Background: an optimization exercise with open tools, aiming at small area and a short achievable clock period. Do not read the settings as production practice.
In this exercise RTL edits were held to simulation tests only and were not proved equivalent to the original.
Power and IR drop assume default switching activity.

## pipeline
module pipeline(
  input  clk, rst_n,
  input  [31:0] IR ,   
  input  [31:0] D_IN,   
  output [31:0] D_OUT,  
  output [10:0] I_ADDR,
  output [10:0] D_ADDR, 
  output reg im_oen,
  output reg dm_oen,
  output reg dm_wen,
  output reg halt
);
==> flow/config.mk <==
export PLATFORM = sky130hd
export DESIGN_NAME = pipeline
export DESIGN_NICKNAME = pipeline
export VERILOG_FILES = /design/flow/design.v
export SDC_FILE = /design/flow/constraint.sdc
export NUM_CORES = 4
export LEC_CHECK = 0
export CAP_MARGIN = 10
export CORE_MARGIN = 2
export CORE_UTILIZATION = 42
export CTS_CLUSTER_DIAMETER = 90
export CTS_CLUSTER_SIZE = 25
export GPL_ROUTABILITY_DRIVEN = 1
export PLACE_DENSITY = 0.52
export SETUP_SLACK_MARGIN = 5
export SLEW_MARGIN = 10
export SYNTH_HIERARCHICAL = 1
export SYNTH_MINIMUM_KEEP_SIZE = 1
==> flow/constraint.sdc <==
create_clock -name core_clock -period 12.0 [get_ports {clk}]
set_input_delay 2.4000 -clock core_clock [delete_from_list [all_inputs] [get_ports {clk}]]
set_output_delay 2.4000 -clock core_clock [all_outputs]
set_load 0.01 [all_outputs]
standard.sh (not shown) runs the stock make flow with config.mk's settings and CLKGATE_MAP_FILE= SYNTH_SCRIPT=/design/flow/synth_recipe.tcl, a recipe that flattens the netlist after the stock synthesis.
==> flow/flow/run.sh <==
#!/bin/bash
set -euo pipefail
bash standard.sh \
  SETUP_SLACK_MARGIN=6.8 \
  "BUFFER_PORTS_ARGS=-buffer_cell sky130_fd_sc_hd__buf_2" \
  "CTS_ARGS=-sink_clustering_enable -repair_clock_nets -sink_clustering_size 25 -sink_clustering_max_diameter 90 -dont_use_dummy_load" \
  finish > standard_flow.log 2>&1
The starting point ran to the end with no violations.
Rerun with:
==> flow/flow/run.sh (replaced) <==
#!/bin/bash
set -euo pipefail
bash standard.sh \
  SETUP_SLACK_MARGIN=6.6 \
  "BUFFER_PORTS_ARGS=-buffer_cell sky130_fd_sc_hd__buf_4" \
  "CTS_ARGS=-sink_clustering_enable -repair_clock_nets -sink_clustering_size 25 -sink_clustering_max_diameter 90 -dont_use_dummy_load" \
  finish > standard_flow.log 2>&1
- CAP_MARGIN: 10 -> 20
- CORE_UTILIZATION: 42 -> 48
- PLACE_DENSITY: 0.52 -> 0.6
- SLEW_MARGIN: 10 -> 20
The new run passed the timing, design-rule and antenna checks.
Maximum frequency fell by 1.3%.
Non-clock buffer count drops by 23.
Area after synthesis stays the same.
Sequential share of layout area is higher by 0.37 points.
Wire length shrinks by 2.3%.
Core utilization rises by 6.3 points.
Worst setup slack degrades by 73 ps.
Total power falls by 1.2%.
Critical path depth stays the same.
Rerun with:
==> flow/flow/run.sh (replaced) <==
#!/bin/bash
set -euo pipefail
bash standard.sh \
  SETUP_SLACK_MARGIN=6.5 \
  "BUFFER_PORTS_ARGS=-buffer_cell sky130_fd_sc_hd__buf_2" \
  "CTS_ARGS=-sink_clustering_enable -repair_clock_nets -sink_clustering_size 25 -sink_clustering_max_diameter 90 -dont_use_dummy_load" \
  finish > standard_flow.log 2>&1
- CAP_MARGIN: 20 -> 10
- CORE_UTILIZATION: 48 -> 42
- PLACE_DENSITY: 0.6 -> 0.52
- SLEW_MARGIN: 20 -> 10
The changed run produced a clean layout.
Count of clock-buffer cells in the layout rises by 2.
Clock power rises by about 2%.
Non-clock buffer count falls by 33.
Cell count rises by 2.9%.
Maximum frequency falls by 0.99%.
Rerun with:
- CORE_UTILIZATION: 42 -> 48
- PLACE_DENSITY: 0.52 -> 0.6
Outcome: Maximum frequency barely changes; clock-buffer cell count goes down by 2; total power goes down slightly; flip-flop and latch count does not change; clock skew goes down by 18 ps; non-clock buffer count goes up by 12; routed wire length goes down by a few percent; synthesized area is unchanged.


== v6 ==
pipeline again, from the RTL that the note above started with.
export LEC_CHECK = 0
export CAP_MARGIN = 10
export CORE_MARGIN = 2
export CORE_UTILIZATION = 42
export CTS_CLUSTER_DIAMETER = 90
export CTS_CLUSTER_SIZE = 25
export GPL_ROUTABILITY_DRIVEN = 1
export PLACE_DENSITY = 0.52
export SETUP_SLACK_MARGIN = 5
export SLEW_MARGIN = 10
export SYNTH_HIERARCHICAL = 1
export SYNTH_MINIMUM_KEEP_SIZE = 1
create_clock -name core_clock -period 12.0 [get_ports {clk}]
==> flow/flow/run.sh <==
#!/bin/bash
set -euo pipefail
bash standard.sh \
  SETUP_SLACK_MARGIN=6.6 \
  "BUFFER_PORTS_ARGS=-buffer_cell sky130_fd_sc_hd__buf_2" \
  "CTS_ARGS=-sink_clustering_enable -repair_clock_nets -sink_clustering_size 25 -sink_clustering_max_diameter 90 -dont_use_dummy_load" \
  finish > standard_flow.log 2>&1
The following lists how v7 was set up differently from v6:
==> flow/flow/run.sh <==
#!/bin/bash
set -euo pipefail
bash standard.sh \
  SETUP_SLACK_MARGIN=6.6 \
  "BUFFER_PORTS_ARGS=-buffer_cell sky130_fd_sc_hd__buf_4" \
  "CTS_ARGS=-sink_clustering_enable -repair_clock_nets -sink_clustering_size 25 -sink_clustering_max_diameter 90 -dont_use_dummy_load" \
  finish > standard_flow.log 2>&1
--- a/flow/config.mk
+++ b/flow/config.mk
@@ -6,13 +6,13 @@
 export NUM_CORES = 4
 export LEC_CHECK = 0
-export CAP_MARGIN = 10
+export CAP_MARGIN = 20
 export CORE_MARGIN = 2
-export CORE_UTILIZATION = 42
+export CORE_UTILIZATION = 35
 export CTS_CLUSTER_DIAMETER = 90
 export CTS_CLUSTER_SIZE = 25
 export GPL_ROUTABILITY_DRIVEN = 1
-export PLACE_DENSITY = 0.52
+export PLACE_DENSITY = 0.45
 export SETUP_SLACK_MARGIN = 5
-export SLEW_MARGIN = 10
+export SLEW_MARGIN = 20
 export SYNTH_HIERARCHICAL = 1
 export SYNTH_MINIMUM_KEEP_SIZE = 1
==> comparison <==
- NOTE: layout filler cell count in v7 exceeds that of v6
- Between v7 and v6, the number of H-tree levels is lower for v6.
- Of v7 and v6, the higher clock period minus worst slack belongs to v7.
- The reported clock group power reported for v7 is greater than that of v6 by 11%.
- Higher total power goes to v7 over v6.
- Maximum clock rate: higher on v6

-- port drivers added, routing unchanged --
No port has a modelled driver above. Below, the same layouts with a new extraction and two added sets of constraints. Step 1: set_driving_cell puts a clkbuf_16 on clk and a buf_2 on each other input, an assumption about the parent block. Step 2, shift: input delay + t, output delay - t, t = (earliest + latest rising clock arrival at the registers) / 2. This alone moves slack from input paths to output paths. a / b / c = ideal / step 1 / step 2; a / b = the first two.
| run | t (ns) | setup slack, ns | worst register clock-pin slew, ns |
|---|---|---|---|
| the first run of note 1 | 0.798 | 6.590 / 6.502 / 6.081 | 0.11 / 0.11 |
| the second run of note 1 | 0.791 | 6.516 / 6.435 / 6.197 | 0.11 / 0.11 |
| the third run of note 1 | 0.785 | 6.462 / 6.379 / 6.206 | 0.11 / 0.11 |
| the fourth run of note 1 | 0.792 | 6.457 / 6.370 / 6.132 | 0.11 / 0.11 |
| v6 | 0.790 | 6.553 / 6.463 / 6.228 | 0.11 / 0.11 |
| v7 | 0.790 | 6.533 / 6.445 / 6.043 | 0.11 / 0.11 |
After both steps every run listed still meets setup and hold. The setup slack of the first run of note 1, which loses most, moves by -0.088 ns with the drivers and by -0.509 ns with both steps.
